Source: an optimization exercise on an open RTL-to-GDS flow (aim: small area). Production flows keep margins and buffers that such runs may drop.
Only simulation tests tie the RTL to the original design; equivalence was not proved.
Power is estimated from default activity; no workload was simulated.

==> flow/design.v, too long to show whole: its modules and the start of the top module <==
// module csa_fa: 4 lines
// module mx_aoi3: 3 lines
// module mx_aoi2: 3 lines
// module mx_nand2: 3 lines
// module mx_nand3: 3 lines
// module mx_nand4: 3 lines
// module mx_and4: 3 lines
// module downsampler: 202 lines
// module hb_stages: 967 lines
// module srrc_stage: 2345 lines
// module RF_Channel_RX: 15 lines
// module rx_chain: 25 lines
module rx_chain(
    input wire clk, reset,
    input wire signed [17:0] sig_in,  
    input wire [3:0] delay_chain1, delay_chain2, delay_chain3,
    output wire signed [17:0] decision_variable,  
    output wire signed [17:0] test_point3a, test_point3b
);
  // ...
==> flow/run.sh <==
#!/bin/bash
# synth_recipe.tcl (not shown) runs the flow's synth.tcl, then flattens the netlist and writes it again
# the make line also repeats each setting of config.mk as NAME=value (left out here)
make -C /OpenROAD-flow-scripts/flow DESIGN_CONFIG=/design/flow/config.mk WORK_HOME=/design/flow/orfs CLKGATE_MAP_FILE= SYNTH_SCRIPT=/design/flow/synth_recipe.tcl finish
==> flow/config.mk <==
export PLATFORM = sky130hd
export DESIGN_NAME = rx_chain
export DESIGN_NICKNAME = rx_chain
export VERILOG_FILES = /design/flow/design.v
export SDC_FILE = /design/flow/constraint.sdc
export NUM_CORES = 4
export LEC_CHECK = 0
export CAP_MARGIN = 20
export CORE_MARGIN = 2
export CORE_UTILIZATION = 60
export CTS_BUF_LIST = sky130_fd_sc_hd__clkbuf_8
export CTS_CLUSTER_DIAMETER = 60
export CTS_CLUSTER_SIZE = 20
export SLEW_MARGIN = 20
export SYNTH_HIERARCHICAL = 1
export SYNTH_MINIMUM_KEEP_SIZE = 0
==> flow/constraint.sdc <==
create_clock -name core_clock -period 17.0 [get_ports {clk}]
set_input_delay 3.4000 -clock core_clock [delete_from_list [all_inputs] [get_ports {clk}]]
set_output_delay 3.4000 -clock core_clock [all_outputs]
set_load 0.01 [all_outputs]
==> impl_summary.log, run 1 <==
[metrics] cell internal pwr: 10.0 mW
[metrics] share of layout cells above drive strength 1: 0.0846
[metrics] total negative slack for setup checks: 0 ps
[metrics] result of the run: timing/DRC/antenna clean
[metrics] clock skew: 47.1 ps
[metrics] max reg flops: 1076
[metrics] Non-clk invs: 189
[metrics] setup repair bufs after CTS: 0
[metrics] layout overhead on the synthesized area: 7.06%
[metrics] worst-case hold slack: 312 ps
[metrics] global-route wire length before repair: 271000 µm
[metrics] placed cells: 6270
[metrics] hold crit path type: reg -> reg
[metrics] number of storage elements in the synthesis netlist: 2253
[metrics] number of global-route vias before repair: 39046
[metrics] count of different cell masters after synthesis: 63
[metrics] proportion of cell area occupied by registers: 0.551
[metrics] combined global-route utilization of all metal layers: 0.297
[metrics] met2 wire len: 87200 µm
[metrics] layout buffering overhead excluding clock cells: 0.0131
[metrics] startpoint-to-endpoint class of the critical path: reg -> reg
[metrics] CP Depth: 28
[metrics] share of total power in sequential cells: 0.428
[metrics] number of flops mapped to enable cells by yosys: 18
[metrics] dominant cell type by count on the critical path: sky130_fd_sc_hd__fa_1
[metrics] clk slew on worst S/H paths: 110 ps
[metrics] via count of the routed design: 36072
[metrics] slack of the worst reg-to-reg path: 5590 ps
==> run 2: changes to the inputs <==
--- a/flow/config.mk
+++ b/flow/config.mk
@@ -9,3 +9,3 @@
 export CORE_MARGIN = 2
-export CORE_UTILIZATION = 60
+export CORE_UTILIZATION = 70
 export CTS_BUF_LIST = sky130_fd_sc_hd__clkbuf_8
==> run 2 against run 1 <==
- wire length shrank 1.1%
- register-to-register slack better by 140 ps
- sequential power is essentially flat
- sequential share of layout area rose by 0.33 points
- fmax increased by 1.2%
- global-route usage is 4.9 points higher
- flip-flop and latch count stayed put
- worst hold slack got worse by 17 ps
- count of clock-buffer cells in the layout decreased by 3
- critical endpoint unchanged
- highest routed layer is now met4
==> impl_summary.log, run 2 <==
[metrics] maximum ir drop on the vdd rail: 0.515 mV
[metrics] Critical Path Start Type: register
[metrics] Gate Count Post-Synth: 4565
[metrics] post-synthesis sequential area ratio: 0.590
[metrics] Placeable Area: 109000 µm²
[metrics] cts bufs inserted: 138
[metrics] global-route wire length before repair: 271000 µm (about the same)
[metrics] Worst Reg-to-Reg Cells: 28
[metrics] Power per Cell Area: 190 nW/µm²
[metrics] kind of cell adding the most delay to the critical path: adder cells
[metrics] syn nets: 5808
[metrics] Yosys Warn Count: 18
[metrics] max-capacitance violation count: 0
[metrics] placed cells: 6009 (-4.2%)
[metrics] Compound-Gate Fraction of Synth Area: 0.0355
[metrics] Setup Viol. Count Final: 0
[metrics] max reg flops: 1076 (unchanged)
[metrics] count of buffering cells on the critical path with inverters included: 0
[metrics] list of most frequent post-synthesis cells: sky130_fd_sc_hd__dfxtp_1, sky130_fd_sc_hd__fa_1, sky130_fd_sc_hd__a222oi_1
[metrics] detailed placer's ending HPWL: 145000 µm
[metrics] critical path's slowest cell: sky130_fd_sc_hd__dfxtp_1
[metrics] area leader, netlist: sky130_fd_sc_hd__dfxtp_1
[metrics] worst slew pin tran: 1190 ps
[metrics] pin count of the biggest net entering global routing: 63
[metrics] Post-Layout Cell Count: 6194
[metrics] via count of the routed design: 36537 (+1.3%)
[metrics] library cell with the highest instance count after synthesis: sky130_fd_sc_hd__dfxtp_1
[metrics] Max Buffers Root-to-Sink: 3
[metrics] Slew HR: 0.205
[metrics] number of storage elements in the synthesis netlist: 2253 (unchanged)
[metrics] gp weighted congestion: 1.11
[metrics] final core occ: 0.751
[metrics] floorplan die width: 335 µm
[metrics] most frequent standard cell in the layout excluding fill and tap cells: sky130_fd_sc_hd__dfxtp_1
[metrics] Lkg Pwr: 34.4 nW
[metrics] dominant cell type by count on the critical path: sky130_fd_sc_hd__fa_1
[metrics] initial core utilization: 0.705
[metrics] H-tree depth: 4
[metrics] clock tree from TritonCTS: yes
[metrics] longest individual stage delay on the worst path: 620 ps
[metrics] register with the most flip-flops: rx.filt2.ln
[metrics] number of cells upsized or downsized after cts: 0
[metrics] post-synthesis simple-gate area fraction: 0.0288
[metrics] cells taking the most area after synthesis: sky130_fd_sc_hd__dfxtp_1, sky130_fd_sc_hd__fa_1, sky130_fd_sc_hd__a222oi_1
[metrics] drc violations: 0
[metrics] CTS sink cnt: 2253
[metrics] number of flops mapped to enable cells by yosys: 18 (unchanged)
[metrics] hold buffer count at cts: 0
[metrics] start point of the critical path: rx.decim.p3[8]
[metrics] antenna violations before repair: 9
[metrics] share of synthesized cell area in full adder, half adder and majority cells: 0.308
[metrics] Critical Path End Type: register
[metrics] Setup WS pre-CTS: 5610 ps
[metrics] startpoint-to-endpoint class of the critical path: reg -> reg
[metrics] DR pass1 iterations: 12
[metrics] combined global-route utilization of all metal layers: 0.346 (+0.0486)
[metrics] final worst setup slack: 5730 ps
[metrics] source of the worst register-to-register timing path: rx.decim.p3[8]
[metrics] IO Count: 86
[metrics] clock skew: 54.0 ps (+6.93 ps)
[metrics] Die Area: 112000 µm²
[metrics] final antenna-violating net count: 0
[metrics] Worst setup endpoint: rx.decim.r1[0][17]
[metrics] result of the run: timing/DRC/antenna clean
[metrics] Yosys top cell area share: 0.582
[metrics] multiplexer fraction of the synthesized cell area: 0.0221
[metrics] setup repair after global routing missed its margin: no
[metrics] hold crit path type: reg -> reg
[metrics] Post-Syn Area per Cell: 16.8 µm²
[metrics] ys async rst share: 0.00178
[metrics] # nets final: 5978
[metrics] xor and xnor fraction of the mapped netlist area: 0.00108
[metrics] total negative slack for setup checks: 0 ps (unchanged)
[metrics] Period minus WS final: 11270 ps
[metrics] clk slew on worst S/H paths: 110 ps (about the same)
[metrics] layout overhead on the synthesized area: 6.42%
[metrics] aggregate routed wire length: 185000 µm
[metrics] count of input and output buffers: 84
[metrics] count of different cell masters after synthesis: 63 (unchanged)
[metrics] Congestion Overflow GR: 0
[metrics] CP Depth: 28 (unchanged)
[metrics] Final Max Tran Viols: 0
[metrics] worst endpoint data arrival time: 12040 ps
[metrics] ratio of routed vias to standard cells: 5.90
[metrics] number of DRC violations after detailed-routing iteration 0: 3875
[metrics] ratio of final minimum period to clock period: 0.663
[metrics] share of layout cells above drive strength 1: 0.0809 (-0.00376)
[metrics] endpoint of the worst-slack reg-to-reg timing path: rx.decim.r1[0][17]
[metrics] slack of the worst reg-to-reg path: 5730 ps (+140 ps)
[metrics] required time of the critical path: 17760 ps
[metrics] setup repair bufs after CTS: 0 (unchanged)
[metrics] commonest cells after routing, fill and taps aside: sky130_fd_sc_hd__dfxtp_1, sky130_fd_sc_hd__fa_1, sky130_fd_sc_hd__a222oi_1, sky130_fd_sc_hd__inv_1, sky130_fd_sc_hd__clkbuf_8
[metrics] dominant register cell in the synthesized netlist: sky130_fd_sc_hd__dfxtp_1
[metrics] final-report hold violation count: 0
[metrics] routed wirelength normalized by instance count: 29.9 µm
[metrics] Chip Height: 335 µm
[metrics] cell row count: 121
[metrics] number of global-route vias before repair: 40350 (+3.3%)
[metrics] clock root cell: sky130_fd_sc_hd__clkbuf_8
[metrics] Fmax achieved: 88.7 MHz
[metrics] biggest regs: rx.filt2.ln (1076), rx.decim.r2 (270), rx.decim.r1 (234)
[metrics] clock latency at the later pin of the worst-skew pair: 890 ps
[metrics] largest driver fanout on the critical path: 6
[metrics] combinational family with the most area after synthesis: adder cells
[metrics] total standard cell area after synthesis: 76800 µm²
==> run 2: cell counts after synthesis <==
No cell type changed its count.
==> run 2: logic make-up (layout without fill, tap and decap cells) <==
group                    after synthesis  after routing
AND/OR/NAND/NOR                      400            400
adder cells (fa/ha/maj)             1214           1214
other                                  0              6
flip-flops                          2253           2253
AO/OA/AOI/OAI                        284            284
buffers and inverters                257            466
multiplexers                         151            151
XOR/XNOR                               6              6
==> run 2: metrics by stage <==
| step | total power [mW] | instance area, µm² | hold slack (ps) |
|---|---|---|---|
| 2_1_floorplan | 10.9 | 76800 | 310 |
| 3_3_place_gp | 13.2 | 79300 | 310 |
| 3_5_place_dp | 13.5 | 79300 | 312 |
| 4_1_cts | 15.9 | 81700 | 282 |
| 5_1_grt | 16.7 | 81700 | 298 |
| 6_report | 15.5 | 81700 | 295 |
==> run 2: final cells by class <==
| cell class | instances | area (µm²) |
|---|---|---|
| Clock buffer | 142 | 1950 |
| Antenna cell | 6 | 15.0 |
| Clock inverter | 37 | 393 |
| Inverter | 189 | 709 |
| Timing Repair Buffer | 98 | 946 |
| Tap cell | 1414 | 1770 |
| Fill cell | 6517 | 27100 |
| Sequential cell | 2253 | 45300 |
| Multi-Input combinational cell | 2055 | 30600 |
==> run 2: metal layers <==
metal | up-vias | part of all wire | global-route usage
li1 | 15376 | - | -
met1 | 18982 | 0.37 | 0.439
met2 | 1638 | 0.47 | 0.547
met3 | 541 | 0.087 | 0.0857
met4 | 0 | 0.071 | 0.202
met5 | - | 0 | 0
==> run 2: report_power, final <==
part           total, mW  leakage, nW  internal [mW]  switching [mW]
combinational       6.50         14.6           2.97            3.53
clock               2.38         1.24          0.807            1.57
sequential          6.67         18.6           6.24           0.425
==> run 2: how the worst min path moves through the flow <==
stage               slack, ps             endpoint           startpoint  cells past startpoint
finish                    290  rx.filt2.ln[118][0]  rx.filt2.ln[117][0]                      0
global route              300  rx.filt2.ln[118][0]  rx.filt2.ln[117][0]                      0
CTS                       280  rx.filt2.ln[118][0]  rx.filt2.ln[117][0]                      0
detailed placement        310    rx.decim.q[1][14]    rx.decim.q[0][14]                      0
global placement          310      rx.decim.sl2[8]      rx.decim.sl1[8]                      0
floorplan                 310     rx.decim.q[1][0]     rx.decim.q[0][0]                      0
==> run 2: per-module statistics from Yosys, one instance, submodules excluded, excerpt <==
module,cells inside,cell area [µm²]
csa_fa,1,20.0
downsampler,256,4840
hb_stages,1209,19000
mx_and4,1,8.76
mx_aoi2,1,12.5
mx_aoi3,1,10.0
mx_nand2,1,3.75
mx_nand4,1,6.26
rx_chain,10,143
srrc_stage,1620,27200
==> run 3: changes to the inputs <==
--- a/flow/config.mk
+++ b/flow/config.mk
@@ -9,3 +9,3 @@
 export CORE_MARGIN = 2
-export CORE_UTILIZATION = 70
+export CORE_UTILIZATION = 45
 export CTS_BUF_LIST = sky130_fd_sc_hd__clkbuf_8
==> run 3 against run 2 <==
- flip-flop and latch count unchanged
- via count down 1.5%
- critical path depth unchanged
- fmax up 0.32%
- design area up 1.5%
- register-to-register slack better by 40 ps
- still clean on timing, DRC and antenna
- wire length up 5.9%
- largest power group is now combinational logic
- synthesized cell count unchanged
- critical endpoint unchanged
==> impl_summary.log, run 3 <==
[metrics] global-route wire length before repair: 281000 µm (+3.8%)
[metrics] worst endpoint data arrival time: 12050 ps (about the same)
[metrics] CTS sink cnt: 2253 (unchanged)
[metrics] hold crit path type: reg -> reg
[metrics] start point of the critical path: rx.decim.p3[10]
[metrics] number of storage elements in the synthesis netlist: 2253 (unchanged)
[metrics] biggest regs: rx.filt2.ln (1076), rx.decim.r2 (270), rx.decim.r1 (234)
[metrics] clock tree from TritonCTS: yes
[metrics] most frequent standard cell in the layout excluding fill and tap cells: sky130_fd_sc_hd__dfxtp_1
[metrics] Setup WS pre-CTS: 5600 ps (-1.09 ps)
[metrics] Max Buffers Root-to-Sink: 3 (unchanged)
[metrics] result of the run: timing/DRC/antenna clean
[metrics] Hold Crit Start: rx.filt2.ln[139][3]
[metrics] worst slew pin tran: 1160 ps (-23.7 ps)
[metrics] number of flops mapped to enable cells by yosys: 18 (unchanged)
[metrics] IO Count: 86 (unchanged)
[metrics] Final Max Tran Viols: 0 (unchanged)
[metrics] kind of cell adding the most delay to the critical path: adder cells
[metrics] detailed placer's ending HPWL: 154000 µm (+6.6%)
[metrics] Critical Path End Type: register
[metrics] max reg flops: 1076 (unchanged)
[metrics] Post-Layout Cell Count: 7020 (+13%)
[metrics] share of layout cells above drive strength 1: 0.0848 (+0.00392)
[metrics] total negative slack for setup checks: 0 ps (unchanged)
[metrics] longest individual stage delay on the worst path: 620 ps (about the same)
[metrics] Non-Filler Cell Area, Final: 83000 µm² (+1.5%)
[metrics] gp weighted congestion: 1.03 (-7.0%)
[metrics] startpoint-to-endpoint class of the critical path: reg -> reg
[metrics] Gate Count Post-Synth: 4565 (unchanged)
[metrics] critical path's slowest cell: sky130_fd_sc_hd__dfxtp_1
[metrics] ratio of routed vias to standard cells: 5.13 (-13%)
[metrics] count of buffering cells on the critical path with inverters included: 0 (unchanged)
[metrics] drc violations: 0 (unchanged)
[metrics] post-synthesis sequential area ratio: 0.590 (unchanged)
[metrics] Yosys top cell area share: 0.582 (unchanged)
[metrics] layout overhead on the synthesized area: 8.04%
[metrics] aggregate routed wire length: 196000 µm (+5.9%)
[metrics] register with the most flip-flops: rx.filt2.ln
[metrics] maximum ir drop on the vdd rail: 0.579 mV (+13%)
[metrics] combined global-route utilization of all metal layers: 0.231 (-0.115)
[metrics] required time of the critical path: 17810 ps (+50 ps)
[metrics] routed wirelength normalized by instance count: 28.0 µm (-6.6%)
[metrics] final worst setup slack: 5760 ps (+35.6 ps)
[metrics] Setup Viol. Count Final: 0 (unchanged)
[metrics] Congestion Overflow GR: 0 (unchanged)
[metrics] Chip Height: 417 µm (+24%)
[metrics] cells taking the most area after synthesis: sky130_fd_sc_hd__dfxtp_1, sky130_fd_sc_hd__fa_1, sky130_fd_sc_hd__a222oi_1
[metrics] pin count of the biggest net entering global routing: 55 (-13%)
[metrics] Placeable Area: 169000 µm² (+56%)
[metrics] DR pass1 iterations: 9 (-3)
[metrics] antenna violations before repair: 7 (-2)
[metrics] cts bufs inserted: 141 (+2.2%)
[metrics] Post-Syn Area per Cell: 16.8 µm² (unchanged)
[metrics] placed cells: 6823 (+14%)
[metrics] ys async rst share: 0.00178 (unchanged)
[metrics] cell row count: 151 (+25%)
[metrics] final core occ: 0.490 (-0.261)
[metrics] largest driver fanout on the critical path: 6 (unchanged)
[metrics] Period minus WS final: 11240 ps (-35.6 ps)
[metrics] initial core utilization: 0.453 (-0.252)
[metrics] number of DRC violations after detailed-routing iteration 0: 3268 (-16%)
[metrics] clock latency at the later pin of the worst-skew pair: 920 ps (+30 ps)
[metrics] setup repair after global routing missed its margin: no
[metrics] clock root cell: sky130_fd_sc_hd__clkbuf_8
[metrics] Power per Cell Area: 192 nW/µm² (+0.76%)
[metrics] syn nets: 5808 (unchanged)
[metrics] total standard cell area after synthesis: 76800 µm² (unchanged)
[metrics] clk slew on worst S/H paths: 110 ps (about the same)
[metrics] Fmax achieved: 89.0 MHz (+0.32%)
[metrics] library cell with the highest instance count after synthesis: sky130_fd_sc_hd__dfxtp_1
[metrics] floorplan die width: 417 µm (+24%)
[metrics] Yosys Warn Count: 18 (unchanged)
[metrics] sum of internal, switching and leakage power: 15.9 mW (+2.3%)
[metrics] cell area after placement: 80400 µm² (+1.4%)
[metrics] via count of the routed design: 35981 (-1.5%)
[metrics] setup repair bufs after CTS: 0 (unchanged)
[metrics] max-capacitance violation count: 0 (unchanged)
[metrics] final-report hold violation count: 0 (unchanged)
[metrics] area leader, netlist: sky130_fd_sc_hd__dfxtp_1
[metrics] commonest cells after routing, fill and taps aside: sky130_fd_sc_hd__dfxtp_1, sky130_fd_sc_hd__fa_1, sky130_fd_sc_hd__a222oi_1, sky130_fd_sc_hd__inv_1, sky130_fd_sc_hd__clkbuf_8
[metrics] dominant register cell in the synthesized netlist: sky130_fd_sc_hd__dfxtp_1
[metrics] number of global-route vias before repair: 39108 (-3.1%)
[metrics] count of different cell masters after synthesis: 63 (unchanged)
[metrics] Filler cells: 14354 (+120%)
[metrics] source of the worst register-to-register timing path: rx.decim.p3[10]
[metrics] # nets final: 5992 (+0.23%)
[metrics] hold buffer count at cts: 0 (unchanged)
[metrics] final antenna-violating net count: 0 (unchanged)
[metrics] dominant cell type by count on the critical path: sky130_fd_sc_hd__fa_1
[metrics] Critical Path Start Type: register
[metrics] list of most frequent post-synthesis cells: sky130_fd_sc_hd__dfxtp_1, sky130_fd_sc_hd__fa_1, sky130_fd_sc_hd__a222oi_1
[metrics] H-tree depth: 4 (unchanged)
[metrics] Slew HR: 0.224 (+0.0194)
[metrics] ratio of final minimum period to clock period: 0.661 (-0.00209)
[metrics] count of input and output buffers: 84 (unchanged)
[metrics] number of cells upsized or downsized after cts: 0 (unchanged)
[metrics] worst-case hold slack: 306 ps (+10.9 ps)
[metrics] clock skew: 55.6 ps (+1.55 ps)
[metrics] Lkg Pwr: 34.5 nW (+0.43%)
[metrics] Die Area: 174000 µm² (+55%)
==> run 3: cell counts after synthesis <==
No cell type changed its count.
==> run 3: cell type report <==
cell class                 count  area [µm²]  area share
timing repair buffer         109        1040      0.0125
inverter                     189         709     0.00855
antenna                        1        2.50   0.0000302
tap                         2218        2780      0.0335
multi-input combinational   2055       30600       0.369
clock inverter                49         500     0.00603
clock buffer                 146        2010      0.0242
sequential                  2253       45300       0.546
==> run 3: Yosys stat by module (local to each module, per instance), excerpt <==
module	copies in the design	cells	cell area, µm²
mx_aoi2	18	1	12.5
hb_stages	1	1209	19000
mx_aoi3	216	1	10.0
mx_nand2	54	1	3.75
mx_and4	36	1	8.76
srrc_stage	1	1620	27200
rx_chain	1	10	143
csa_fa	1128	1	20.0
downsampler	1	256	4840
mx_nand4	18	1	6.26
==> run 3: worst paths after layout <==
kind	end	slack [ps]	cells past startpoint
hold / removal	rx.filt2.ln[140][3]	310	0
setup / recovery	rx.decim.r1[0][17]	5760	28
min in group asynchronous	clk_phase[3]	2710	2
max in group asynchronous	clk_phase[0]	14120	2
hold reg to reg	rx.filt2.ln[140][3]	310	0
setup reg to reg	rx.decim.r1[0][17]	5760	28
==> run 3: cells by family after synthesis <==
kind of cell	Yosys count	share of synthesized area
adder cells (fa/ha/maj)	1214	0.308
buffers and inverters	257	0.0145
multiplexers	151	0.0221
XOR/XNOR	6	0.00108
AO/OA/AOI/OAI	284	0.0355
flip-flops	2253	0.590
AND/OR/NAND/NOR	400	0.0288
==> run 3: per-layer routing <==
metal  track usage  routed length, µm  up-vias  part of all wire
met3        0.0484              12400      320             0.063
met1         0.308              82900    19043              0.42
li1              -                  -    15403                 -
met4        0.0954               8920        4             0.045
met2         0.369              92000     1211              0.47
met5             0                 26        -           0.00013
==> run 3: where the power goes <==
group	total (mW)	switching, mW	internal (mW)
clock network	2.46	1.59	0.873
registers	6.65	0.413	6.24
logic	6.78	3.80	2.98
==> run 4: changes to the inputs <==
--- a/flow/config.mk
+++ b/flow/config.mk
@@ -11,4 +11,4 @@
 export CTS_BUF_LIST = sky130_fd_sc_hd__clkbuf_8
-export CTS_CLUSTER_DIAMETER = 60
-export CTS_CLUSTER_SIZE = 20
+export CTS_CLUSTER_DIAMETER = 50
+export CTS_CLUSTER_SIZE = 22
 export SLEW_MARGIN = 20
==> run 4 against run 3 <==
- clock power grew 13%
- first-iteration DRC count decreased by 0.37%
- combinational power is essentially flat
- still clean on timing, DRC and antenna
- count of clock-buffer cells in the layout grew 9
- design area grew 0.81%
==> impl_summary.log, run 4 <==
[metrics] Hold Crit Start: rx.filt2.ln[27][1]
[metrics] global-route wire length before repair: 282000 µm (+0.36%)
[metrics] Lkg Pwr: 34.8 nW (+0.90%)
[metrics] antenna violations before repair: 8 (+1)
[metrics] largest driver fanout on the critical path: 6 (unchanged)
[metrics] Gate Count Post-Synth: 4565 (unchanged)
[metrics] pin count of the biggest net entering global routing: 55 (unchanged)
[metrics] IO Count: 86 (unchanged)
[metrics] Final Max Tran Viols: 0 (unchanged)
[metrics] startpoint-to-endpoint class of the critical path: reg -> reg
[metrics] cell row count: 151 (unchanged)
[metrics] setup repair after global routing missed its margin: no
[metrics] worst slew pin tran: 1150 ps (-12.4 ps)
[metrics] list of most frequent post-synthesis cells: sky130_fd_sc_hd__dfxtp_1, sky130_fd_sc_hd__fa_1, sky130_fd_sc_hd__a222oi_1
[metrics] routed wirelength normalized by instance count: 27.8 µm (-0.69%)
[metrics] ys async rst share: 0.00178 (unchanged)
[metrics] final-report hold violation count: 0 (unchanged)
[metrics] result of the run: timing/DRC/antenna clean
[metrics] Congestion Overflow GR: 0 (unchanged)
[metrics] critical path's slowest cell: sky130_fd_sc_hd__dfxtp_1
[metrics] slack of the worst reg-to-reg path: 5760 ps (about the same)
[metrics] ratio of routed vias to standard cells: 5.11 (-0.31%)
[metrics] Die Area: 174000 µm² (unchanged)
[metrics] Power per Cell Area: 194 nW/µm² (+1.0%)
[metrics] number of DRC violations after detailed-routing iteration 0: 3256 (-0.37%)
[metrics] Placeable Area: 169000 µm² (unchanged)
[metrics] clock latency at the later pin of the worst-skew pair: 910 ps (about the same)
[metrics] detailed placer's ending HPWL: 154000 µm (unchanged)
[metrics] final worst setup slack: 5760 ps (-0.510 ps)
[metrics] share of layout cells above drive strength 1: 0.0960 (+0.0113)
[metrics] biggest regs: rx.filt2.ln (1076), rx.decim.r2 (270), rx.decim.r1 (234)
[metrics] clock skew: 58.9 ps (+3.33 ps)
[metrics] hold crit path type: reg -> reg
[metrics] area leader, netlist: sky130_fd_sc_hd__dfxtp_1
[metrics] number of storage elements in the synthesis netlist: 2253 (unchanged)
[metrics] Yosys Warn Count: 18 (unchanged)
[metrics] dominant cell type by count on the critical path: sky130_fd_sc_hd__fa_1
[metrics] Worst Reg-to-Reg Cells: 28 (unchanged)
[metrics] clk slew on worst S/H paths: 110 ps (about the same)
[metrics] Setup Viol. Count Final: 0 (unchanged)
[metrics] final antenna-violating net count: 0 (unchanged)
[metrics] number of global-route vias before repair: 39208 (+0.26%)
[metrics] endpoint of the worst-slack reg-to-reg timing path: rx.decim.r1[0][17]
[metrics] worst endpoint data arrival time: 12050 ps (about the same)
[metrics] longest individual stage delay on the worst path: 620 ps (about the same)
[metrics] source of the worst register-to-register timing path: rx.decim.p3[10]
[metrics] ratio of final minimum period to clock period: 0.661 (about the same)
[metrics] syn nets: 5808 (unchanged)
[metrics] aggregate routed wire length: 196000 µm (about the same)
[metrics] hold buffer count at cts: 0 (unchanged)
[metrics] commonest cells after routing, fill and taps aside: sky130_fd_sc_hd__dfxtp_1, sky130_fd_sc_hd__fa_1, sky130_fd_sc_hd__a222oi_1, sky130_fd_sc_hd__inv_1, sky130_fd_sc_hd__clkbuf_8
[metrics] required time of the critical path: 17810 ps (about the same)
[metrics] register with the most flip-flops: rx.filt2.ln
[metrics] floorplan die width: 417 µm (unchanged)
[metrics] Fmax achieved: 89.0 MHz (about the same)
[metrics] count of input and output buffers: 84 (unchanged)
[metrics] Critical Path Start Type: register
[metrics] end point of the worst hold path: rx.filt2.ln[28][1]
[metrics] Slew HR: 0.231 (+0.00746)
[metrics] count of different cell masters after synthesis: 63 (unchanged)
[metrics] clock root cell: sky130_fd_sc_hd__clkbuf_8
[metrics] max reg flops: 1076 (unchanged)
[metrics] Yosys top cell area share: 0.582 (unchanged)
[metrics] combined global-route utilization of all metal layers: 0.232 (+0.000380)
[metrics] CTS sink cnt: 2253 (unchanged)
[metrics] via count of the routed design: 36146 (+0.46%)
[metrics] DR pass1 iterations: 9 (unchanged)
[metrics] total standard cell area after synthesis: 76800 µm² (unchanged)
[metrics] maximum ir drop on the vdd rail: 0.570 mV (-1.6%)
[metrics] total negative slack for setup checks: 0 ps (unchanged)
[metrics] # nets final: 5997 (+0.083%)
[metrics] dominant register cell in the synthesized netlist: sky130_fd_sc_hd__dfxtp_1
[metrics] library cell with the highest instance count after synthesis: sky130_fd_sc_hd__dfxtp_1
[metrics] Period minus WS final: 11240 ps (+0.510 ps)
[metrics] max-capacitance violation count: 0 (unchanged)
[metrics] setup repair bufs after CTS: 0 (unchanged)
[metrics] gp weighted congestion: 1.03 (unchanged)
[metrics] most frequent standard cell in the layout excluding fill and tap cells: sky130_fd_sc_hd__dfxtp_1
[metrics] Chip Height: 417 µm (unchanged)
[metrics] Max Buffers Root-to-Sink: 3 (unchanged)
[metrics] Filler cells: 14302 (-0.36%)
[metrics] cts bufs inserted: 146 (+3.5%)
[metrics] initial core utilization: 0.453 (unchanged)
[metrics] layout overhead on the synthesized area: 8.92%
[metrics] Post-Syn Area per Cell: 16.8 µm² (unchanged)
[metrics] post-synthesis sequential area ratio: 0.590 (unchanged)
[metrics] clock tree from TritonCTS: yes
[metrics] H-tree depth: 4 (unchanged)
[metrics] number of cells upsized or downsized after cts: 0 (unchanged)
[metrics] number of flops mapped to enable cells by yosys: 18 (unchanged)
[metrics] drc violations: 0 (unchanged)
[metrics] Setup WS pre-CTS: 5600 ps (unchanged)
[metrics] cells taking the most area after synthesis: sky130_fd_sc_hd__dfxtp_1, sky130_fd_sc_hd__fa_1, sky130_fd_sc_hd__a222oi_1
[metrics] cell depth of the worst min-delay path: 0 (unchanged)
[metrics] Critical Path End Type: register
[run 4: layout make-up]
type	count	area, µm²	area share
Multi-Input combinational cell	2055	30600	0.366
Antenna cell	4	10.0	0.000120
Tap cell	2218	2780	0.0332
Sequential cell	2253	45300	0.542
Timing Repair Buffer	109	1040	0.0124
Clock buffer	155	2130	0.0255
Inverter	189	709	0.00848
Clock inverter	91	1040	0.0125
[run 4: modules after synthesis (local to each module, per instance), a selection]
module,flip-flops and latches,cells,times used
mx_aoi3,0,1,216
srrc_stage,1238,1620,1
mx_and4,0,1,36
mx_nand4,0,1,18
downsampler,216,256,1
mx_aoi2,0,1,18
csa_fa,0,1,1128
mx_nand2,0,1,54
hb_stages,795,1209,1
rx_chain,4,10,1
[run 4: worst max-delay path, delay by kind of cell, from the launching register on]
kind | cells | cell delay (ps)
adders and majority gates | 23 | 9490
muxes | 1 | 300
DFF | 1 | 620
AOI/OAI and AO/OA | 4 | 710
[run 4: logic make-up (layout without fill, tap and decap cells)]
| family | after synthesis | after routing | synth area share |
|---|---|---|---|
| simple gates | 400 | 400 | 0.0288 |
| compound gates | 284 | 284 | 0.0355 |
| buf+inv | 257 | 544 | 0.0145 |
| xor+xnor | 6 | 6 | 0.00108 |
| flops | 2253 | 2253 | 0.590 |
| other cells | 0 | 4 | 0 |
| mux | 151 | 151 | 0.0221 |
| fa+ha+maj | 1214 | 1214 | 0.308 |
[run 4: metrics by stage]
stage | hold WS, ps | cells | power, mW | area [µm²] | util
2_1_floorplan | 310 | 4565 | 10.9 | 76800 | -
3_3_place_gp | 310 | 6822 | 13.8 | 80400 | 0.474
3_5_place_dp | 312 | 6823 | 13.9 | 80400 | 0.475
4_1_cts | 287 | 7069 | 16.7 | 83600 | 0.493
5_1_grt | 284 | 7072 | 17.4 | 83600 | 0.493
6_report | 299 | 7074 | 16.2 | 83600 | 0.493
[run 4: how the worst max path moves through the flow]
| stage | startpoint | endpoint | slack [ps] | cells past startpoint |
|---|---|---|---|---|
| detailed placement | rx.decim.p3[6] | rx.decim.r1[0][17] | 5600 | 29 |
| global placement | rx.decim.p3[10] | rx.decim.r1[0][17] | 5670 | 28 |
| floorplan | clk_phase[0] | rx.decim.r1[0][17] | 6240 | 28 |
| global route | rx.decim.p3[10] | rx.decim.r1[0][17] | 5280 | 28 |
| finish | rx.decim.p3[10] | rx.decim.r1[0][17] | 5760 | 28 |
| CTS | rx.decim.p3[10] | rx.decim.r1[0][17] | 5610 | 28 |
[run 4: report_power, final]
group          internal, mW  switching (mW)  leakage (nW)
Clock                  1.06            1.72          1.63
Sequential             6.24           0.414          18.6
Combinational          2.98            3.78          14.6
[run 4: per-layer routing]
metal,routed length [µm],track usage,vias up
met5,68,0,-
met4,8880,0.0921,4
met3,13100,0.0494,359
met2,91700,0.369,1255
met1,82500,0.310,19045
li1,-,-,15483
==> run 5: changes to the inputs <==
==> flow/flow/run.sh (new file) <==
#!/bin/bash
# The standard layout (the standard.sh, its synthesis unchanged) with two
# changes to how it is built: the port buffers use the smallest buffer cell, and
# the clock tree is built without dummy loads (clkbuf_16 buffers, clusters of at
# most 30 sinks within 50 um). make's output goes to standard.log; ORFS keeps
# each step's own log under orfs/logs.
set -euo pipefail
bash standard.sh finish \
  "BUFFER_PORTS_ARGS=-buffer_cell sky130_fd_sc_hd__buf_1" \
  "CTS_ARGS=-sink_clustering_enable -repair_clock_nets -dont_use_dummy_load -buf_list sky130_fd_sc_hd__clkbuf_16 -sink_clustering_size 30 -sink_clustering_max_diameter 50" \
  > standard.log 2>&1
==> flow/standard.sh (new file) <==
#!/bin/bash
# synth_recipe.tcl (not shown) runs the flow's synth.tcl, then flattens the netlist and writes it again
# the make line also repeats each setting of config.mk as NAME=value (left out here)
make -C /OpenROAD-flow-scripts/flow DESIGN_CONFIG=/design/flow/config.mk WORK_HOME=/design/flow/orfs CLKGATE_MAP_FILE= SYNTH_SCRIPT=/design/flow/synth_recipe.tcl "${@:-finish}"
--- a/flow/config.mk
+++ b/flow/config.mk
@@ -11,4 +11,4 @@
 export CTS_BUF_LIST = sky130_fd_sc_hd__clkbuf_8
-export CTS_CLUSTER_DIAMETER = 50
-export CTS_CLUSTER_SIZE = 22
+export CTS_CLUSTER_DIAMETER = 60
+export CTS_CLUSTER_SIZE = 20
 export SLEW_MARGIN = 20
removed: flow/run.sh
==> run 5 against run 4 <==
- flip-flop and latch count unchanged
- total power up 1.4%
- sequential power about the same
- critical path depth unchanged
- via count down 1.4%
- fmax down 0.31%
- critical path type unchanged
- critical endpoint unchanged
==> impl_summary.log, run 5 <==
[metrics] Die Area: 174000 µm² (unchanged)
[metrics] initial core utilization: 0.453 (unchanged)
[metrics] routed wirelength normalized by instance count: 28.2 µm (+1.7%)
[metrics] Yosys top cell area share: 0.582 (unchanged)
[metrics] Period minus WS final: 11270 ps (+35.0 ps)
[metrics] worst slew pin tran: 1170 ps (+16.3 ps)
[metrics] Post-Layout Cell Count: 6975 (-1.4%)
[metrics] worst-case hold slack: 257 ps (-41.3 ps)
[metrics] number of cells upsized or downsized after cts: 0 (unchanged)
[metrics] ratio of final minimum period to clock period: 0.663 (+0.00206)
[metrics] Hold Crit Start: rx.downsam.r[2][15]
[metrics] antenna violations before repair: 7 (-1)
[metrics] worst endpoint data arrival time: 11940 ps (-110 ps)
[metrics] ys async rst share: 0.00178 (unchanged)
[metrics] layout overhead on the synthesized area: 8.75%
[metrics] clk slew on worst S/H paths: 90 ps (-20 ps)
[metrics] endpoint of the worst-slack reg-to-reg timing path: rx.decim.r1[0][17]
[metrics] count of input and output buffers: 84 (unchanged)
[metrics] Filler cells: 14281 (-0.15%)
[metrics] Worst Reg-to-Reg Cells: 28 (unchanged)
[metrics] commonest cells after routing, fill and taps aside: sky130_fd_sc_hd__dfxtp_1, sky130_fd_sc_hd__fa_1, sky130_fd_sc_hd__a222oi_1, sky130_fd_sc_hd__inv_1, sky130_fd_sc_hd__clkbuf_16
[metrics] IO Count: 86 (unchanged)
[metrics] pin count of the biggest net entering global routing: 51 (-7.3%)
[metrics] combined global-route utilization of all metal layers: 0.234 (+0.00200)
[metrics] longest individual stage delay on the worst path: 630 ps (about the same)
[metrics] final-report hold violation count: 0 (unchanged)
[metrics] Clk pwr share: 0.185 (+0.013)
[metrics] max reg flops: 1076 (unchanged)
[metrics] clock skew: 118 ps (+59.5 ps)
[metrics] share of total power in sequential cells: 0.406 (-0.005)
[metrics] Psw: 5.75 mW (-2.8%)
[metrics] Setup Viol. Count Final: 0 (unchanged)
[metrics] result of the run: timing/DRC/antenna clean
[metrics] dominant cell type by count on the critical path: sky130_fd_sc_hd__fa_1
[metrics] detailed placer's ending HPWL: 155000 µm (+0.79%)
[metrics] number of DRC violations after detailed-routing iteration 0: 3259 (+0.092%)
[metrics] number of global-route vias before repair: 39372 (+0.42%)
[metrics] cells taking the most area after synthesis: sky130_fd_sc_hd__dfxtp_1, sky130_fd_sc_hd__fa_1, sky130_fd_sc_hd__a222oi_1
[metrics] dominant register cell in the synthesized netlist: sky130_fd_sc_hd__dfxtp_1
[metrics] hold buffer count at cts: 0 (unchanged)
[metrics] floorplan die width: 417 µm (unchanged)
[metrics] Final Max Tran Viols: 0 (unchanged)
[metrics] DR pass1 iterations: 8 (-1)
[metrics] most frequent standard cell in the layout excluding fill and tap cells: sky130_fd_sc_hd__dfxtp_1
[metrics] post-synthesis sequential area ratio: 0.590 (unchanged)
[metrics] combinational share of power: 0.409 (-0.008)
[metrics] area leader, netlist: sky130_fd_sc_hd__dfxtp_1
[metrics] Slew HR: 0.221 (-0.0109)
[metrics] drc violations: 0 (unchanged)
[metrics] critical path's slowest cell: sky130_fd_sc_hd__dfxtp_1
[metrics] syn nets: 5808 (unchanged)
[metrics] library cell with the highest instance count after synthesis: sky130_fd_sc_hd__dfxtp_1
[metrics] aggregate routed wire length: 197000 µm (+0.23%)
[metrics] Non-Filler Cell Area, Final: 83500 µm² (-0.15%)
[metrics] maximum ir drop on the vdd rail: 0.490 mV (-14%)
[metrics] list of most frequent post-synthesis cells: sky130_fd_sc_hd__dfxtp_1, sky130_fd_sc_hd__fa_1, sky130_fd_sc_hd__a222oi_1
[metrics] clock tree from TritonCTS: yes
[metrics] Placeable Area: 169000 µm² (unchanged)
[metrics] ratio of routed vias to standard cells: 5.11 (about the same)
[metrics] placed cells: 6833 (+0.15%)
[metrics] final antenna-violating net count: 0 (unchanged)
[metrics] Gate Count Post-Synth: 4565 (unchanged)
[metrics] setup repair bufs after CTS: 0 (unchanged)
[metrics] largest driver fanout on the critical path: 6 (unchanged)
[metrics] cell row count: 151 (unchanged)
[metrics] total negative slack for setup checks: 0 ps (unchanged)
[metrics] Power per Cell Area: 197 nW/µm² (+1.5%)
[metrics] start point of the critical path: rx.decim.p3[10]
[metrics] end point of the worst hold path: rx.downsam.r[3][15]
[metrics] sum of internal, switching and leakage power: 16.4 mW (+1.4%)
[metrics] cell depth of the worst min-delay path: 0 (unchanged)
[metrics] number of flops mapped to enable cells by yosys: 18 (unchanged)
[metrics] Congestion Overflow GR: 0 (unchanged)
[metrics] Critical Path End Type: register
[metrics] setup repair after global routing missed its margin: no
[metrics] slack of the worst reg-to-reg path: 5730 ps (-30 ps)
[metrics] gp weighted congestion: 1.03 (-0.51%)
[metrics] register with the most flip-flops: rx.filt2.ln
[metrics] share of layout cells above drive strength 1: 0.0795 (-0.0166)
[metrics] number of storage elements in the synthesis netlist: 2253 (unchanged)
[metrics] count of different cell masters after synthesis: 63 (unchanged)
[metrics] fraction of power spent switching nets: 0.350 (-0.0149)
[metrics] required time of the critical path: 17670 ps (-140 ps)
[metrics] Chip Height: 417 µm (unchanged)
[metrics] Post-Syn Area per Cell: 16.8 µm² (unchanged)
[metrics] clock root cell: sky130_fd_sc_hd__clkbuf_16
[metrics] clock latency at the later pin of the worst-skew pair: 820 ps (-90 ps)
[metrics] cts bufs inserted: 141 (-3.4%)
[metrics] Max Buffers Root-to-Sink: 3 (unchanged)
[metrics] H-tree depth: 4 (unchanged)
[metrics] Lkg Pwr: 34.8 nW (-0.22%)
[metrics] cell internal pwr: 10.7 mW (+3.8%)
[metrics] cell area after placement: 80000 µm² (-0.57%)
[metrics] area taken by multi-input logic gates: 30600 µm² (about the same)
[metrics] max-capacitance violation count: 0 (unchanged)
[metrics] Critical Path Start Type: register
[metrics] # nets final: 6001 (+0.067%)
[metrics] hold crit path type: reg -> reg
[metrics] total standard cell area after synthesis: 76800 µm² (unchanged)
[metrics] source of the worst register-to-register timing path: rx.decim.p3[10]
[metrics] Fmax achieved: 88.7 MHz (-0.31%)
[metrics] CTS sink cnt: 2253 (unchanged)
[metrics] Yosys Warn Count: 18 (unchanged)
[metrics] startpoint-to-endpoint class of the critical path: reg -> reg
[metrics] footprint of the flip-flops and latches: 45300 µm² (unchanged)
[metrics] global-route wire length before repair: 284000 µm (+0.58%)
[metrics] biggest regs: rx.filt2.ln (1076), rx.decim.r2 (270), rx.decim.r1 (234)
[metrics] via count of the routed design: 35651 (-1.4%)
run 5: cell type report:
type	count	share of cell area
Timing Repair Buffer	118	0.00683
Antenna cell	1	0.0000300
Multi-Input combinational cell	2055	0.367
Clock buffer	141	0.0423
Tap cell	2218	0.0332
Inverter	189	0.00850
Sequential cell	2253	0.543
run 5: worst max-delay path by stage:
stage | slack, ps | end | cells past startpoint
floorplan | 6240 | rx.decim.r1[0][17] | 28
global placement | 5680 | rx.decim.r1[0][17] | 28
detailed placement | 5540 | rx.decim.r1[0][17] | 28
CTS | 5560 | rx.decim.r1[0][17] | 28
global route | 5280 | rx.decim.r1[0][17] | 28
finish | 5730 | rx.decim.r1[0][17] | 28
run 5: cells by family after synthesis:
kind of cell,after synthesis,synth area share
buf+inv,257,0.0145
mux,151,0.0221
compound gates,284,0.0355
fa+ha+maj,1214,0.308
xor+xnor,6,0.00108
flops,2253,0.590
simple gates,400,0.0288
run 5: worst max-delay path, delay by kind of cell, from the launching register on:
| kind | cells | cell delay (ps) |
|---|---|---|
| mux | 1 | 300 |
| flops | 1 | 630 |
| compound gates | 4 | 710 |
| fa+ha+maj | 23 | 9510 |
run 5: power groups by stage:
stage          logic (mW)  clock network [mW]  registers (mW)
2_1_floorplan        4.24                   0            6.62
3_3_place_gp         6.92                   0            6.74
3_5_place_dp         7.04                   0            6.76
4_1_cts              7.07                3.13            6.66
5_1_grt              7.63                3.32            6.75
6_report             6.72                3.04            6.66
run 5: per-layer routing:
layer  GRT usage  share of wire  routed length [µm]
met3      0.0463          0.057               11200
met5           0        0.00020                  40
met4      0.0997          0.049                9550
met2       0.374           0.47               92000
met1       0.310           0.43               84000
run 5: stage by stage:
stage | worst slack (ps) | utilization
3_5_place_dp | 5540 | 0.472
6_report | 5730 | 0.493
4_1_cts | 5560 | 0.493
5_1_grt | 5280 | 0.493
2_1_floorplan | 6240 | -
3_3_place_gp | 5680 | 0.472
run 5: per-module statistics from Yosys, one instance, submodules excluded, excerpt:
module | cells inside | copies in the design | cell area [µm²] | flip-flops and latches
mx_nand2 | 1 | 54 | 3.75 | 0
rx_chain | 10 | 1 | 143 | 4
csa_fa | 1 | 1128 | 20.0 | 0
downsampler | 256 | 1 | 4840 | 216
srrc_stage | 1620 | 1 | 27200 | 1238
mx_nand4 | 1 | 18 | 6.26 | 0
mx_aoi2 | 1 | 18 | 12.5 | 0
mx_aoi3 | 1 | 216 | 10.0 | 0
mx_and4 | 1 | 36 | 8.76 | 0
hb_stages | 1209 | 1 | 19000 | 795
==> run 6: changes to the inputs <==
==> flow/flow/run.sh (replaced) <==
#!/bin/bash
# The standard layout (the standard.sh, its synthesis unchanged) with two
# changes to how it is built: the port buffers use the smallest buffer cell, and
# the clock tree is built without dummy loads (clkbuf_8 buffers, clusters of at
# most 20 sinks within 60 um). make's output goes to standard.log; ORFS keeps
# each step's own log under orfs/logs.
set -euo pipefail
bash standard.sh finish \
  "BUFFER_PORTS_ARGS=-buffer_cell sky130_fd_sc_hd__buf_1" \
  "CTS_ARGS=-sink_clustering_enable -repair_clock_nets -dont_use_dummy_load -buf_list sky130_fd_sc_hd__clkbuf_8 -sink_clustering_size 20 -sink_clustering_max_diameter 60" \
  > standard.log 2>&1
==> run 6 against run 5 <==
- global-route usage hardly changed
- still clean on timing, DRC and antenna
- die area stayed put
- critical path type unchanged
- critical endpoint unchanged
- utilization shrank 0.94 points
- cell count is essentially flat
- count of clock-buffer cells in the layout decreased by 1
- fmax up 0.44%
- non-clock buffer count unchanged
- area after synthesis did not move
==> impl_summary.log, run 6 <==
[metrics] total standard cell area after synthesis: 76800 µm² (unchanged)
[metrics] Critical Path End Type: register
[metrics] Lkg Pwr: 34.0 nW (-2.1%)
[metrics] Yosys Warn Count: 18 (unchanged)
[metrics] Placeable Area: 169000 µm² (unchanged)
[metrics] ratio of routed vias to standard cells: 5.12 (+0.16%)
[metrics] Yosys top cell area share: 0.582 (unchanged)
[metrics] via count of the routed design: 35720 (+0.19%)
[metrics] largest driver fanout on the critical path: 6 (unchanged)
[metrics] cts bufs inserted: 140 (-0.71%)
[metrics] ratio of final minimum period to clock period: 0.660 (-0.00294)
[metrics] clock latency at the later pin of the worst-skew pair: 920 ps (+100 ps)
[metrics] worst slew pin tran: 1150 ps (-17.3 ps)
[metrics] DR pass1 iterations: 7 (-1)
[metrics] required time of the critical path: 17840 ps (+170 ps)
[metrics] clk slew on worst S/H paths: 110 ps (+20 ps)
[metrics] critical path's slowest cell: sky130_fd_sc_hd__dfxtp_1
[metrics] clock skew: 121 ps (+3.00 ps)
[metrics] Critical Path Start Type: register
[metrics] pin count of the biggest net entering global routing: 51 (unchanged)
[metrics] final-report hold violation count: 0 (unchanged)
[metrics] result of the run: timing/DRC/antenna clean
[metrics] list of most frequent post-synthesis cells: sky130_fd_sc_hd__dfxtp_1, sky130_fd_sc_hd__fa_1, sky130_fd_sc_hd__a222oi_1
[metrics] slack of the worst reg-to-reg path: 5780 ps (+50 ps)
[metrics] register with the most flip-flops: rx.filt2.ln
[metrics] xor and xnor fraction of the mapped netlist area: 0.00108 (unchanged)
[metrics] dominant register cell in the synthesized netlist: sky130_fd_sc_hd__dfxtp_1
[metrics] library cell with the highest instance count after synthesis: sky130_fd_sc_hd__dfxtp_1
[metrics] # nets final: 6000 (-0.017%)
[metrics] clock tree from TritonCTS: yes
[metrics] multiplexer fraction of the synthesized cell area: 0.0221 (unchanged)
[metrics] gp weighted congestion: 1.03 (unchanged)
[metrics] biggest regs: rx.filt2.ln (1076), rx.decim.r2 (270), rx.decim.r1 (234)
[metrics] placed cells: 6833 (unchanged)
[metrics] Gate Count Post-Synth: 4565 (unchanged)
[metrics] number of cells upsized or downsized after cts: 0 (unchanged)
[metrics] hold buffer count at cts: 0 (unchanged)
[metrics] routed wirelength normalized by instance count: 28.2 µm (about the same)
[metrics] Power per Cell Area: 190 nW/µm² (-3.2%)
[metrics] final antenna-violating net count: 0 (unchanged)
[metrics] Slew HR: 0.233 (+0.0124)
[metrics] syn nets: 5808 (unchanged)
[metrics] setup repair bufs after CTS: 0 (unchanged)
[metrics] worst endpoint data arrival time: 12060 ps (+120 ps)
[metrics] ys async rst share: 0.00178 (unchanged)
[metrics] Max Buffers Root-to-Sink: 3 (unchanged)
[metrics] setup repair after global routing missed its margin: no
[metrics] floorplan die width: 417 µm (unchanged)
[metrics] Post-Syn Area per Cell: 16.8 µm² (unchanged)
[metrics] number of flops mapped to enable cells by yosys: 18 (unchanged)
[metrics] share of synthesized cell area in full adder, half adder and majority cells: 0.308 (unchanged)
[metrics] commonest cells after routing, fill and taps aside: sky130_fd_sc_hd__dfxtp_1, sky130_fd_sc_hd__fa_1, sky130_fd_sc_hd__a222oi_1, sky130_fd_sc_hd__inv_1, sky130_fd_sc_hd__clkbuf_8
[metrics] number of global-route vias before repair: 39415 (+0.11%)
[metrics] kind of cell adding the most delay to the critical path: adder cells
[metrics] count of buffering cells on the critical path with inverters included: 0 (unchanged)
[metrics] Post-Layout Cell Count: 6977 (+0.029%)
[metrics] post-synthesis simple-gate area fraction: 0.0288 (unchanged)
[metrics] H-tree depth: 4 (unchanged)
[metrics] maximum ir drop on the vdd rail: 0.499 mV (+1.7%)
[metrics] Chip Height: 417 µm (unchanged)
[metrics] longest individual stage delay on the worst path: 630 ps (about the same)
[metrics] max reg flops: 1076 (unchanged)
[metrics] Fmax achieved: 89.1 MHz (+0.44%)
[metrics] antenna violations before repair: 9 (+2)
[metrics] startpoint-to-endpoint class of the critical path: reg -> reg
[metrics] number of DRC violations after detailed-routing iteration 0: 3211 (-1.5%)
[metrics] IO Count: 86 (unchanged)
[metrics] CTS sink cnt: 2253 (unchanged)
[metrics] cell area after placement: 80000 µm² (unchanged)
[metrics] most frequent standard cell in the layout excluding fill and tap cells: sky130_fd_sc_hd__dfxtp_1
[metrics] layout overhead on the synthesized area: 6.68%
[metrics] share of layout cells above drive strength 1: 0.0793 (-0.000194)
[metrics] combinational family with the most area after synthesis: adder cells
[metrics] global-route wire length before repair: 284000 µm (unchanged)
[metrics] initial core utilization: 0.453 (unchanged)
[metrics] Period minus WS final: 11220 ps (-50.0 ps)
[metrics] count of different cell masters after synthesis: 63 (unchanged)
[metrics] Congestion Overflow GR: 0 (unchanged)
[metrics] number of storage elements in the synthesis netlist: 2253 (unchanged)
[metrics] cells taking the most area after synthesis: sky130_fd_sc_hd__dfxtp_1, sky130_fd_sc_hd__fa_1, sky130_fd_sc_hd__a222oi_1
[metrics] clock root cell: sky130_fd_sc_hd__clkbuf_8
[metrics] total negative slack for setup checks: 0 ps (unchanged)
[metrics] drc violations: 0 (unchanged)
[metrics] detailed placer's ending HPWL: 155000 µm (unchanged)
[metrics] count of input and output buffers: 84 (unchanged)
[metrics] Setup Viol. Count Final: 0 (unchanged)
[metrics] combined global-route utilization of all metal layers: 0.233 (about the same)
[metrics] Non-Filler Cell Area, Final: 81900 µm² (-1.9%)
[metrics] max-capacitance violation count: 0 (unchanged)
[metrics] cell row count: 151 (unchanged)
[metrics] Die Area: 174000 µm² (unchanged)
[metrics] Final Max Tran Viols: 0 (unchanged)
[metrics] Filler cells: 14469 (+1.3%)
[metrics] post-synthesis sequential area ratio: 0.590 (unchanged)
[metrics] aggregate routed wire length: 197000 µm (about the same)
[metrics] area leader, netlist: sky130_fd_sc_hd__dfxtp_1
[metrics] dominant cell type by count on the critical path: sky130_fd_sc_hd__fa_1
[metrics] Compound-Gate Fraction of Synth Area: 0.0355 (unchanged)
[metrics] hold crit path type: reg -> reg
## run 6: modules after synthesis, one instance, submodules excluded, a selection
| module | area (µm²) | flip-flops and latches | copies in the design | cells inside |
|---|---|---|---|---|
| mx_nand4 | 6.26 | 0 | 18 | 1 |
| csa_fa | 20.0 | 0 | 1128 | 1 |
| mx_aoi2 | 12.5 | 0 | 18 | 1 |
| hb_stages | 19000 | 795 | 1 | 1209 |
| rx_chain | 143 | 4 | 1 | 10 |
| mx_nand2 | 3.75 | 0 | 54 | 1 |
| srrc_stage | 27200 | 1238 | 1 | 1620 |
| mx_and4 | 8.76 | 0 | 36 | 1 |
| downsampler | 4840 | 216 | 1 | 256 |
| mx_aoi3 | 10.0 | 0 | 216 | 1 |
## run 6: power breakdown
| part | internal [mW] | switching [mW] |
|---|---|---|
| sequential | 6.24 | 0.411 |
| combinational | 2.95 | 3.76 |
| clock | 0.744 | 1.47 |
| total | 9.94 | 5.64 |
## run 6: worst paths after layout
path / to / cells after the start / from
worst max register to register: rx.decim.r1[0][17] / 28 / rx.decim.p3[10]
worst max-delay path: rx.decim.r1[0][17] / 28 / rx.decim.p3[10]
min in group asynchronous: clk_phase[3] / 2 / reset
max in group asynchronous: clk_phase[0] / 2 / reset
worst min-delay path: rx.filt2.ln[44][3] / 0 / rx.filt2.ln[43][3]
worst min register to register: rx.filt2.ln[44][3] / 0 / rx.filt2.ln[43][3]
## run 6: logic make-up (layout without fill, tap and decap cells)
logic type	count (synthesis)	in the layout
flip-flops	2253	2253
adder cells (fa/ha/maj)	1214	1214
AND/OR/NAND/NOR	400	400
AO/OA/AOI/OAI	284	284
buffers and inverters	257	447
multiplexers	151	151
XOR/XNOR	6	6
other	0	4
## run 6: worst reg2reg max path, delay by kind of cell (launching register included)
family	cells	cell delay, ps
adders and majority gates	23	9520
AOI/OAI and AO/OA	4	700
DFF	1	630
muxes	1	300
## run 6: metrics by stage
step | power, mW | worst slack, ps | utilization | hold slack, ps
6_report | 15.6 | 5780 | 0.483 | 246
5_1_grt | 16.9 | 5320 | 0.483 | 245
4_1_cts | 16.0 | 5600 | 0.483 | 244
3_5_place_dp | 13.8 | 5540 | 0.472 | 312
3_3_place_gp | 13.7 | 5680 | 0.472 | 310
2_1_floorplan | 10.9 | 6240 | - | 310
## run 6: area by class of cell
cell class / instances / area [µm²] / area share
antenna: 4 / 10.0 / 0.000122
clock buffer: 140 / 1930 / 0.0235
inverter: 189 / 709 / 0.00866
multi-input combinational: 2055 / 30600 / 0.374
sequential: 2253 / 45300 / 0.553
tap: 2218 / 2780 / 0.0339
timing repair buffer: 118 / 571 / 0.00697
## run 6: metal layers
layer  vias to the layer above  share of wire  global-route usage
met5                         -       0.000097                   0
met4                         4          0.048              0.0969
met3                       349          0.057              0.0437
met2                      1077           0.47               0.373
met1                     18927           0.43               0.314
li1                      15363              -                   -
==> run 7: changes to the inputs <==
--- a/flow/config.mk
+++ b/flow/config.mk
@@ -9,3 +9,3 @@
 export CORE_MARGIN = 2
-export CORE_UTILIZATION = 45
+export CORE_UTILIZATION = 70
 export CTS_BUF_LIST = sky130_fd_sc_hd__clkbuf_8
==> run 7 against run 6 <==
- still clean
- wire length fell by 4.7%
- via count increased by 2.7%
- first-iteration DRC count rose by 20%
- flip-flop and latch count is the same
- synthesized cell count is the same
- count of clock-buffer cells in the layout decreased by 2
- total power fell by 1.3%
- register-to-register slack worse by 30 ps
- clock skew rose by 2.1 ps
- die area down 35%
- cell count decreased by 12%
- area after synthesis stayed put
- critical endpoint unchanged
- largest cell class unchanged
- largest power group is now sequential cells
==> impl_summary.log, run 7 <==
[metrics] worst slew pin tran: 1190 ps (+38.1 ps)
[metrics] global-route wire length before repair: 274000 µm (-3.5%)
[metrics] clock latency at the later pin of the worst-skew pair: 870 ps (-50 ps)
[metrics] Yosys top cell area share: 0.582 (unchanged)
[metrics] Congestion Overflow GR: 0 (unchanged)
[metrics] multiplexer fraction of the synthesized cell area: 0.0221 (unchanged)
[metrics] source of the worst register-to-register timing path: rx.decim.p3[11]
[metrics] setup repair after global routing missed its margin: no
[metrics] clock root cell: sky130_fd_sc_hd__clkbuf_8
[metrics] share of total power in sequential cells: 0.434 (+0.007)
[metrics] initial core utilization: 0.705 (+0.252)
[metrics] Filler cells: 6549 (-55%)
[metrics] endpoint of the worst-slack reg-to-reg timing path: rx.decim.r1[0][17]
[metrics] cells taking the most area after synthesis: sky130_fd_sc_hd__dfxtp_1, sky130_fd_sc_hd__fa_1, sky130_fd_sc_hd__a222oi_1
[metrics] antenna violations before repair: 4 (-5)
[metrics] area leader, netlist: sky130_fd_sc_hd__dfxtp_1
[metrics] # nets final: 5981 (-0.32%)
[metrics] post-synthesis simple-gate area fraction: 0.0288 (unchanged)
[metrics] met2 GRT Util: 0.550 (+0.177)
[metrics] number of DRC violations after detailed-routing iteration 0: 3848 (+20%)
[metrics] detailed placer's ending HPWL: 146000 µm (-6.0%)
[metrics] syn nets: 5808 (unchanged)
[metrics] library cell with the highest instance count after synthesis: sky130_fd_sc_hd__dfxtp_1
[metrics] Chip Height: 335 µm (-20%)
[metrics] Post-Syn Area per Cell: 16.8 µm² (unchanged)
[metrics] Critical Path End Type: register
[metrics] Placeable Area: 109000 µm² (-36%)
[metrics] fraction of power spent switching nets: 0.357 (-0.00565)
[metrics] combinational share of power: 0.424 (-0.007)
[metrics] ratio of routed vias to standard cells: 5.96 (+16%)
[metrics] Hold Crit Start: rx.decim.q[0][16]
[metrics] Post-Layout Cell Count: 6155 (-12%)
[metrics] list of most frequent post-synthesis cells: sky130_fd_sc_hd__dfxtp_1, sky130_fd_sc_hd__fa_1, sky130_fd_sc_hd__a222oi_1
[metrics] result of the run: timing/DRC/antenna clean
[metrics] drc violations: 0 (unchanged)
[metrics] clock skew: 124 ps (+2.10 ps)
[metrics] commonest cells after routing, fill and taps aside: sky130_fd_sc_hd__dfxtp_1, sky130_fd_sc_hd__fa_1, sky130_fd_sc_hd__a222oi_1, sky130_fd_sc_hd__inv_1, sky130_fd_sc_hd__clkbuf_8
[metrics] GR peak layer: met2
[metrics] worst endpoint data arrival time: 12030 ps (-30 ps)
[metrics] dominant register cell in the synthesized netlist: sky130_fd_sc_hd__dfxtp_1
[metrics] xor and xnor fraction of the mapped netlist area: 0.00108 (unchanged)
[metrics] biggest regs: rx.filt2.ln (1076), rx.decim.r2 (270), rx.decim.r1 (234)
[metrics] Slew HR: 0.207 (-0.0255)
[metrics] Setup Viol. Count Final: 0 (unchanged)
[metrics] routed wirelength normalized by instance count: 30.5 µm (+8.1%)
[metrics] share of layout cells above drive strength 1: 0.0760 (-0.00327)
[metrics] required time of the critical path: 17780 ps (-60 ps)
[metrics] cell internal pwr: 9.90 mW (-0.41%)
[metrics] setup repair bufs after CTS: 0 (unchanged)
[metrics] ys async rst share: 0.00178 (unchanged)
[metrics] aggregate routed wire length: 187000 µm (-4.7%)
[metrics] cell area after placement: 78800 µm² (-1.4%)
[metrics] Non-Filler Cell Area, Final: 80800 µm² (-1.3%)
[metrics] total standard cell area after synthesis: 76800 µm² (unchanged)
[metrics] cts bufs inserted: 138 (-1.4%)
[metrics] count of different cell masters after synthesis: 63 (unchanged)
[metrics] met3 Resource Use GR: 0.102 (+0.0580)
[metrics] Power per Cell Area: 190 nW/µm² (about the same)
[metrics] number of flops mapped to enable cells by yosys: 18 (unchanged)
[metrics] Lkg Pwr: 33.9 nW (-0.26%)
[metrics] Critical Path Start Type: register
[metrics] cell depth of the worst min-delay path: 0 (unchanged)
[metrics] final-report hold violation count: 0 (unchanged)
[metrics] end point of the worst hold path: rx.decim.q[1][16]
[metrics] floorplan die width: 335 µm (-20%)
[metrics] DR pass1 iterations: 9 (+2)
[metrics] maximum ir drop on the vdd rail: 0.551 mV (+11%)
[metrics] Period minus WS final: 11250 ps (+26.9 ps)
[metrics] met1 usage in global routing: 0.436 (+0.123)
[metrics] Psw: 5.48 mW (-2.8%)
[metrics] clock tree from TritonCTS: yes
[metrics] number of cells upsized or downsized after cts: 0 (unchanged)
[metrics] critical path's slowest cell: sky130_fd_sc_hd__dfxtp_1
[metrics] worst-case hold slack: 241 ps (-4.86 ps)
[metrics] share of synthesized cell area in full adder, half adder and majority cells: 0.308 (unchanged)
[metrics] max reg flops: 1076 (unchanged)
[metrics] Clk pwr share: 0.142 (about the same)
[metrics] hold crit path type: reg -> reg
[metrics] total negative slack for setup checks: 0 ps (unchanged)
[metrics] register with the most flip-flops: rx.filt2.ln
[metrics] Compound-Gate Fraction of Synth Area: 0.0355 (unchanged)
[metrics] Die Area: 112000 µm² (-35%)
[metrics] pin count of the biggest net entering global routing: 94 (+84%)
[metrics] IO Count: 86 (unchanged)
[metrics] slack of the worst reg-to-reg path: 5750 ps (-30 ps)
[metrics] max-capacitance violation count: 0 (unchanged)
[metrics] Final Max Tran Viols: 0 (unchanged)
[metrics] via count of the routed design: 36691 (+2.7%)
[metrics] Worst Reg-to-Reg Cells: 28 (unchanged)
[metrics] placed cells: 6010 (-12%)
[metrics] most frequent standard cell in the layout excluding fill and tap cells: sky130_fd_sc_hd__dfxtp_1
[metrics] Max Buffers Root-to-Sink: 3 (unchanged)
[metrics] final core occ: 0.742 (+0.259)
[metrics] startpoint-to-endpoint class of the critical path: reg -> reg
[metrics] largest driver fanout on the critical path: 6 (unchanged)
[metrics] CTS sink cnt: 2253 (unchanged)
[metrics] number of global-route vias before repair: 40464 (+2.7%)
[metrics] combined global-route utilization of all metal layers: 0.350 (+0.117)
[metrics] combinational family with the most area after synthesis: adder cells
[metrics] longest individual stage delay on the worst path: 640 ps (about the same)
[metrics] hold buffer count at cts: 0 (unchanged)
[metrics] gp weighted congestion: 1.09 (+6.0%)
[metrics] ratio of final minimum period to clock period: 0.662 (+0.00158)
[metrics] number of storage elements in the synthesis netlist: 2253 (unchanged)
[metrics] cell row count: 121 (-20%)
[metrics] Yosys Warn Count: 18 (unchanged)
[metrics] post-synthesis sequential area ratio: 0.590 (unchanged)
[metrics] Fmax achieved: 88.9 MHz (-0.24%)
[metrics] final antenna-violating net count: 0 (unchanged)
[metrics] clk slew on worst S/H paths: 120 ps (about the same)
[metrics] layout overhead on the synthesized area: 5.24%
[metrics] H-tree depth: 4 (unchanged)
[metrics] Gate Count Post-Synth: 4565 (unchanged)
[metrics] dominant cell type by count on the critical path: sky130_fd_sc_hd__fa_1
[metrics] count of input and output buffers: 84 (unchanged)
run 7: cell families (layout without fill, tap and decap cells):
kind of cell / count (synthesis) / in the layout
AOI/OAI and AO/OA: 284 / 284
xor gates and xnor gates: 6 / 6
adders and majority gates: 1214 / 1214
buffers and inverters: 257 / 428
DFF: 2253 / 2253
muxes: 151 / 151
other: 0 / 5
and+or+nand+nor: 400 / 400
run 7: layout make-up:
class                   instances  area, µm²  share of cell area
flip-flops and latches       2253      45300               0.561
multi-input cells            2055      30600               0.379
clock buffers                 138       1900              0.0235
well taps                    1414       1770              0.0219
inverters                     189        709             0.00878
repair buffers                101        474             0.00587
diodes                          5       12.5            0.000155
run 7: Yosys stat by module (local to each module, per instance), a selection:
module       times used  flip-flops and latches
rx_chain              1                       4
csa_fa             1128                       0
mx_nand2             54                       0
mx_and4              36                       0
mx_aoi3             216                       0
srrc_stage            1                    1238
hb_stages             1                     795
mx_aoi2              18                       0
downsampler           1                     216
mx_nand4             18                       0
run 7: worst max-delay path: cells and delay by family, from the launching register on:
family / cells / cell delay (ps)
muxes: 1 / 310
DFF: 1 / 640
adders and majority gates: 23 / 9570
AOI/OAI and AO/OA: 4 / 650
run 7: per-layer routing:
metal,share of wire,vias to the layer above
li1,-,15320
met1,0.37,19039
met2,0.47,1769
met3,0.093,563
met4,0.074,0
met5,0,-
run 7: power by group through the flow:
stage	combinational, mW	clock (mW)	sequential, mW
6_report	6.52	2.19	6.67
5_1_grt	7.27	2.42	6.76
4_1_cts	6.75	2.23	6.67
3_5_place_dp	6.71	0	6.78
3_3_place_gp	6.47	0	6.73
2_1_floorplan	4.24	0	6.62
run 7: how the worst max path moves through the flow:
stage	from	end	slack, ps	cells after the start
4_1_cts	rx.decim.p3[10]	rx.decim.r1[0][17]	5640	28
2_1_floorplan	clk_phase[0]	rx.decim.r1[0][17]	6240	28
3_5_place_dp	rx.decim.p3[10]	rx.decim.r1[0][17]	5630	28
3_3_place_gp	rx.decim.p3[10]	rx.decim.r1[0][17]	5770	28
6_report	rx.decim.p3[11]	rx.decim.r1[0][17]	5750	28
5_1_grt	rx.decim.p3[8]	rx.decim.r1[0][17]	5390	29
run 7: stage by stage:
stage          setup WS, ps  power, mW
2_1_floorplan          6240       10.9
3_3_place_gp           5770       13.2
3_5_place_dp           5630       13.5
4_1_cts                5640       15.7
5_1_grt                5390       16.5
6_report               5750       15.4

[separate check: timing with driven ports]
The flow's constraints put no driver on any port. The routed layouts listed below were extracted and timed again, unchanged, in two steps. Step 1 (the two cells are an assumption about what drives the block):
set clk [get_ports {clk}]
set_driving_cell -lib_cell sky130_fd_sc_hd__clkbuf_16 $clk
set_driving_cell -lib_cell sky130_fd_sc_hd__buf_2 [delete_from_list [all_inputs] $clk]
Step 2 moves the port delays by t, midway between the first and last clock arrival at a register: inputs arrive t later, outputs are due t later. That takes back most of the time a late clock gives input paths. Three values: no drivers, after step 1, after step 2; two values: the first two.
run | t, ns | slack for setup (ns) | latest minus earliest clock arrival (ns) | worst register clock-pin slew, ns
run 1 | 0.938 | 5.589 / 5.589 / 5.589 | 0.060 / 0.059 | 0.12 / 0.12
run 2 | 0.926 | 5.726 / 5.726 / 5.726 | 0.071 / 0.071 | 0.12 / 0.12
run 3 | 0.969 | 5.762 / 5.762 / 5.762 | 0.066 / 0.066 | 0.12 / 0.12
run 4 | 0.966 | 5.761 / 5.761 / 5.761 | 0.069 / 0.069 | 0.12 / 0.12
run 5 | 0.830 | 5.726 / 5.726 / 5.726 | 0.138 / 0.139 | 0.11 / 0.11
run 6 | 0.946 | 5.776 / 5.776 / 5.776 | 0.138 / 0.138 | 0.12 / 0.12
run 7 | 0.892 | 5.749 / 5.749 / 5.749 | 0.140 / 0.140 | 0.12 / 0.12
After both steps setup and hold are still met in every run listed.
